This design comes from an exercise in tuning for small area and a short achievable clock period on the open sky130 flow, not from production work. At most, simulation tests tie the RTL to the original design; equivalence was not proved. The clock port is modelled as an ideal driver, which makes a skipped or thinned clock tree look cheaper than it is; a real chip needs a root buffer or a tree.

==> run E <==
==> flow/design.v <==
module CPU (clk, input_8bit, output_8bit, cmd_addr, cmd_8bit, rst);
  input  wire       clk;
  input  wire       rst;
  input  wire [7:0] input_8bit;
  input  wire [7:0] cmd_8bit;
  output wire [7:0] output_8bit;
  output reg  [7:0] cmd_addr;
  reg [7:0] r0, r1, r2, r3, r4, r5;
  reg       j;
  reg       b1, b2;
  wire [1:0] op = cmd_8bit[7:6];
  wire [2:0] s  = cmd_8bit[5:3];
  wire [2:0] d  = cmd_8bit[2:0];
  wire is_imm = (op == 2'b00);
  wire is_cal = (op == 2'b01);
  wire is_cpy = (op == 2'b10);
  wire is_cnd = (op == 2'b11);
  wire [7:0] m0  = s[1] ? (s[0] ? r3 : r2) : (s[0] ? r1 : r0);
  wire [7:0] m1  = s[1] ? (s[0] ? 8'd0 : input_8bit) : (s[0] ? r5 : r4);
  wire [7:0] bus = s[2] ? m1 : m0;
  wire out_en = is_cpy & (d == 3'd6) & ~rst;
  assign output_8bit = {8{out_en}} & bus;
  wire [7:0] b   = r2 ^ {8{d[0]}};
  wire [7:0] sum = r1 + b + {7'd0, d[0]};
  wire [7:0] g   = r1 & r2;
  wire [7:0] o   = r1 | r2;
  wire [7:0] lg  = (d[0] ? g : o) ^ {8{d[0] ^ d[1]}};
  wire [7:0] alu = d[2] ? (d[1] ? 8'd0 : sum) : lg;
  wire z = (r3 == 8'd0);
  wire n = r3[7];
  wire t = d[2] ^ (d[0] & z | d[1] & n);
  wire jump = is_cnd & t;
  wire [7:0] r0_in = {8{~rst}} & (is_imm ? cmd_8bit : bus);
  wire [7:0] r3_in = {8{~rst}} & (is_cal ? alu : bus);
  wire [7:0] rx_in = {8{~rst}} & bus;
  wire we0 = rst | is_imm | (is_cpy & d == 3'd0);
  wire we1 = rst | (is_cpy & d == 3'd1);
  wire we2 = rst | (is_cpy & d == 3'd2);
  wire we3 = rst | is_cal | (is_cpy & d == 3'd3);
  wire we4 = rst | (is_cpy & d == 3'd4);
  wire we5 = rst | (is_cpy & d == 3'd5);
  always @(posedge clk) begin
    if (we0) r0 <= r0_in;
    if (we1) r1 <= rx_in;
    if (we2) r2 <= rx_in;
    if (we3) r3 <= r3_in;
    if (we4) r4 <= rx_in;
    if (we5) r5 <= rx_in;
  end
  wire [7:0] f = j ? r0 : cmd_addr + {7'd0, ~(b1 | b2)};
  always @(posedge clk) begin
    if (rst) begin
      cmd_addr <= 8'd0;
      j        <= 1'b0;
      b1       <= 1'b1;
      b2       <= 1'b0;
    end else begin
      cmd_addr <= f;
      j        <= jump;
      b1       <= 1'b0;
      b2       <= b1;
    end
  end
endmodule
==> flow/flow/run.sh <==
#!/bin/bash
# Own layout flow: the standard ORFS flow (standard.sh), with these changes:
#  - synthesis is the standard flow's synthesis script unchanged except for the abc script
#    (flow/abc.script, an area-oriented mapping) and any extra abc options
#    in flow/abc_args (cells abc may not use); registers are mapped by the
#    same dfflibmap step before abc, so their names and cells are unchanged;
#  - extra ORFS make variables, one per line, from flow/make_args
#    (port buffer cell, clock tree options, kept modules); @W@ in a line
#    stands for the work folder.
#  - optionally (flow/late_margin) a different setup slack margin for the
#    steps after clock tree synthesis.
# Every tool's output goes to flow.log (and flow_finish.log) in the work folder, and ORFS writes its
# own per-step logs under orfs/logs.
set -euo pipefail
W=$(pwd)
extra=""
[[ -f "$W/flow/abc_args" ]] && extra=$(tr '\n' ' ' < "$W/flow/abc_args")
sed 's#log_cmd abc {\*}\$abc_args#log_cmd abc -script '"$W"'/flow/abc.script {*}[lrange $abc_args 2 end] '"$extra"'#' \
  "$FLOW_HOME/scripts/synth.tcl" > "$W/my_synth.tcl"
grep -q 'flow/abc.script' "$W/my_synth.tcl"
sed "s#source \$::env(SCRIPTS_DIR)/synth.tcl#source $W/my_synth.tcl#" "$W/synth_recipe.tcl" > "$W/my_synth_recipe.tcl"
grep -q 'my_synth.tcl' "$W/my_synth_recipe.tcl"
sed "s#SYNTH_SCRIPT=[^ ]*#SYNTH_SCRIPT=$W/my_synth_recipe.tcl#" "$W/standard.sh" > "$W/my_standard.sh"
grep -q 'my_synth_recipe.tcl' "$W/my_standard.sh"
args=()
if [[ -f "$W/flow/make_args" ]]; then
  while IFS= read -r line; do
    [[ -n "$line" && "$line" != \#* ]] && args+=("${line//@W@/$W}")
  done < "$W/flow/make_args"
fi
if [[ -f "$W/flow/late_margin" ]]; then
  # up to clock tree synthesis with config.mk's SETUP_SLACK_MARGIN, the rest
  # (global route's repair) with the margin in flow/late_margin
  bash "$W/my_standard.sh" "${args[@]}" cts > "$W/flow.log" 2>&1
  bash "$W/my_standard.sh" "${args[@]}" "SETUP_SLACK_MARGIN=$(tr -d ' \n' < "$W/flow/late_margin")" finish > "$W/flow_finish.log" 2>&1
else
  bash "$W/my_standard.sh" "${args[@]}" finish > "$W/flow.log" 2>&1
fi
==> flow/flow/abc.script <==
strash
&get -n
&dch
&nf -R 1000 -p
&put
==> flow/flow/late_margin <==
2.3
==> flow/flow/make_args <==
BUFFER_PORTS_ARGS=-buffer_cell sky130_fd_sc_hd__buf_2
PRE_CTS_TCL=@W@/flow/pre_cts.tcl
==> flow/flow/pre_cts.tcl <==
# Sourced by ORFS's cts.tcl before clock_tree_synthesis (PRE_CTS_TCL).
# The design has 65 flip-flops close together.  Instead of TritonCTS's
# H-tree, the flip-flops are split into four groups by location (halves in
# x, then halves in y) and the clock port drives one clock buffer per group,
# placed at the group's centroid; clock_tree_synthesis is then a no-op.
set pre_cts_buf [expr {[info exists ::env(PRE_CTS_BUF)] ? $::env(PRE_CTS_BUF) : "sky130_fd_sc_hd__clkbuf_8"}]
set block [ord::get_db_block]
set clk_master [[ord::get_db] findMaster $pre_cts_buf]
set clk_net [$block findNet clk]
set sinks {}
foreach it [$clk_net getITerms] {
  set box [[$it getInst] getBBox]
  lappend sinks [list $it [expr {([$box xMin] + [$box xMax]) / 2}] [expr {([$box yMin] + [$box yMax]) / 2}]]
}
proc pre_cts_halves { items idx } {
  set s [lsort -integer -index $idx $items]
  set h [expr {[llength $s] / 2}]
  return [list [lrange $s 0 [expr {$h - 1}]] [lrange $s $h end]]
}
set groups {}
foreach half [pre_cts_halves $sinks 1] {
  foreach quarter [pre_cts_halves $half 2] { lappend groups $quarter }
}
set g 0
foreach group $groups {
  set sx 0
  set sy 0
  foreach s $group {
    set sx [expr {$sx + [lindex $s 1]}]
    set sy [expr {$sy + [lindex $s 2]}]
  }
  set n [llength $group]
  set buf [odb::dbInst_create $block $clk_master clkbuf_g$g]
  set net [odb::dbNet_create $block clk_g$g]
  $net setSigType CLOCK
  foreach s $group {
    set it [lindex $s 0]
    $it disconnect
    $it connect $net
  }
  [$buf findITerm A] connect $clk_net
  [$buf findITerm X] connect $net
  $buf setLocation [expr {$sx / $n}] [expr {$sy / $n}]
  $buf setPlacementStatus PLACED
  puts "pre_cts.tcl: clkbuf_g$g ($pre_cts_buf) drives $n clock pins"
  incr g
}
proc clock_tree_synthesis { args } {
  puts "pre_cts.tcl: clock_tree_synthesis skipped (one clock buffer per flip-flop group)"
}
==> flow/standard.sh <==
#!/bin/bash
# synth_recipe.tcl (not shown) runs the flow's synth.tcl, then flattens the netlist and writes it again
# the make line also repeats each setting of config.mk as NAME=value (left out here)
make -C /OpenROAD-flow-scripts/flow DESIGN_CONFIG=/design/flow/config.mk WORK_HOME=/design/flow/orfs CLKGATE_MAP_FILE= SYNTH_SCRIPT=/design/flow/synth_recipe.tcl "${@:-finish}"
==> flow/config.mk <==
export PLATFORM = sky130hd
export DESIGN_NAME = CPU
export DESIGN_NICKNAME = CPU
export VERILOG_FILES = /design/flow/design.v
export SDC_FILE = /design/flow/constraint.sdc
export NUM_CORES = 4
export LEC_CHECK = 0
export CAP_MARGIN = 20
export CORE_MARGIN = 2
export CORE_UTILIZATION = 40
export SETUP_SLACK_MARGIN = 2.5
export SLEW_MARGIN = 20
==> flow/constraint.sdc <==
create_clock -name core_clock -period 6.0 [get_ports {clk}]
set_input_delay 1.2000 -clock core_clock [delete_from_list [all_inputs] [get_ports {clk}]]
set_output_delay 1.2000 -clock core_clock [all_outputs]
set_load 0.01 [all_outputs]
==> run D (differences from run E) <==
--- a/flow/design.v
+++ b/flow/design.v
@@ -7,6 +7,6 @@
   output reg  [7:0] cmd_addr;
   reg [7:0] r0, r1, r2, r3, r4, r5;
-  reg       j;
-  reg       b1, b2;
+  reg [7:0] f;
+  reg       boot;
   wire [1:0] op = cmd_8bit[7:6];
   wire [2:0] s  = cmd_8bit[5:3];
@@ -16,7 +16,11 @@
   wire is_cpy = (op == 2'b10);
   wire is_cnd = (op == 2'b11);
-  wire [7:0] m0  = s[1] ? (s[0] ? r3 : r2) : (s[0] ? r1 : r0);
-  wire [7:0] m1  = s[1] ? (s[0] ? 8'd0 : input_8bit) : (s[0] ? r5 : r4);
-  wire [7:0] bus = s[2] ? m1 : m0;
+  wire [7:0] bus = ({8{s == 3'd0}} & r0)
+                 | ({8{s == 3'd1}} & r1)
+                 | ({8{s == 3'd2}} & r2)
+                 | ({8{s == 3'd3}} & r3)
+                 | ({8{s == 3'd4}} & r4)
+                 | ({8{s == 3'd5}} & r5)
+                 | ({8{s == 3'd6}} & input_8bit);
   wire out_en = is_cpy & (d == 3'd6) & ~rst;
   assign output_8bit = {8{out_en}} & bus;
@@ -48,16 +52,13 @@
     if (we5) r5 <= rx_in;
   end
-  wire [7:0] f = j ? r0 : cmd_addr + {7'd0, ~(b1 | b2)};
   always @(posedge clk) begin
     if (rst) begin
       cmd_addr <= 8'd0;
-      j        <= 1'b0;
-      b1       <= 1'b1;
-      b2       <= 1'b0;
+      f        <= 8'd0;
+      boot     <= 1'b1;
     end else begin
       cmd_addr <= f;
-      j        <= jump;
-      b1       <= 1'b0;
-      b2       <= b1;
+      f        <= jump ? r0 : f + {7'd0, ~boot};
+      boot     <= 1'b0;
     end
   end
==> flow/run.sh (new file) <==
#!/bin/bash
# synth_recipe.tcl (not shown) runs the flow's synth.tcl, then flattens the netlist and writes it again
# the make line also repeats each setting of config.mk as NAME=value (left out here)
make -C /OpenROAD-flow-scripts/flow DESIGN_CONFIG=/design/flow/config.mk WORK_HOME=/design/flow/orfs CLKGATE_MAP_FILE= SYNTH_SCRIPT=/design/flow/synth_recipe.tcl finish
SETUP_SLACK_MARGIN = 2.0   (was 2.5)
removed: flow/flow/run.sh
removed: flow/flow/abc.script
removed: flow/flow/late_margin
removed: flow/flow/make_args
removed: flow/flow/pre_cts.tcl
removed: flow/standard.sh
==> key figures <==
Timing
  – Worst hold slack: 0.4664 ns
  – Crit path time final: 3.485 ns

Finish
  – Register area: 0.001662 sq mm

Clocking
  – Clk Latency, worst-skew pair: 0.15 ns

Outcome
  – Status: complete, no violations

Floorplanning
  – Core area: 0.007807 sq mm

Critical path
  – Crit-path max cell delay: 0.52 ns
(the above is from run E)
==> key figures <==
Outcome
  – Status: complete, no violations

Timing
  – Crit path time final: 3.867 ns
  – Worst hold slack: 0.4691 ns

Critical path
  – Crit-path max cell delay: 0.42 ns
(the above is from run D)
For run D, only the layout was checked, not whether the RTL still works. In run E the design's own scripts or RTL, not TritonCTS, make the clock network.

## separate check: timing with driven ports
The results above use ideal ports. As a check the final layouts listed here were re-extracted and re-timed, cells and wires unchanged. Step 1 assumes that a clkbuf_16 drives the clock port and a buf_2 every other input. Step 2 times the ports against the registers' clock, not the clock port: input delays grow and output delays shrink by t, the midpoint of the rising clock arrivals with the driver on. Slacks: ideal ports / drivers / drivers and shift; pairs: ideal ports / drivers.
run | t, ns | setup slack, ns | worst setup path after step 2 | latest minus earliest clock arrival (ns) | cell pins on the clock port's net
run E | 0.211 | 2.515 / 2.431 / 2.431 | input to output | 0.012 / 0.012 | 4
run D | 0.378 | 2.133 / 2.112 / 2.036 | input to register | 0.016 / 0.016 | 1
After both steps every run listed still meets setup and hold. The setup slack of run D, which loses most, moves by -0.021 ns with the drivers and by -0.097 ns with both steps.
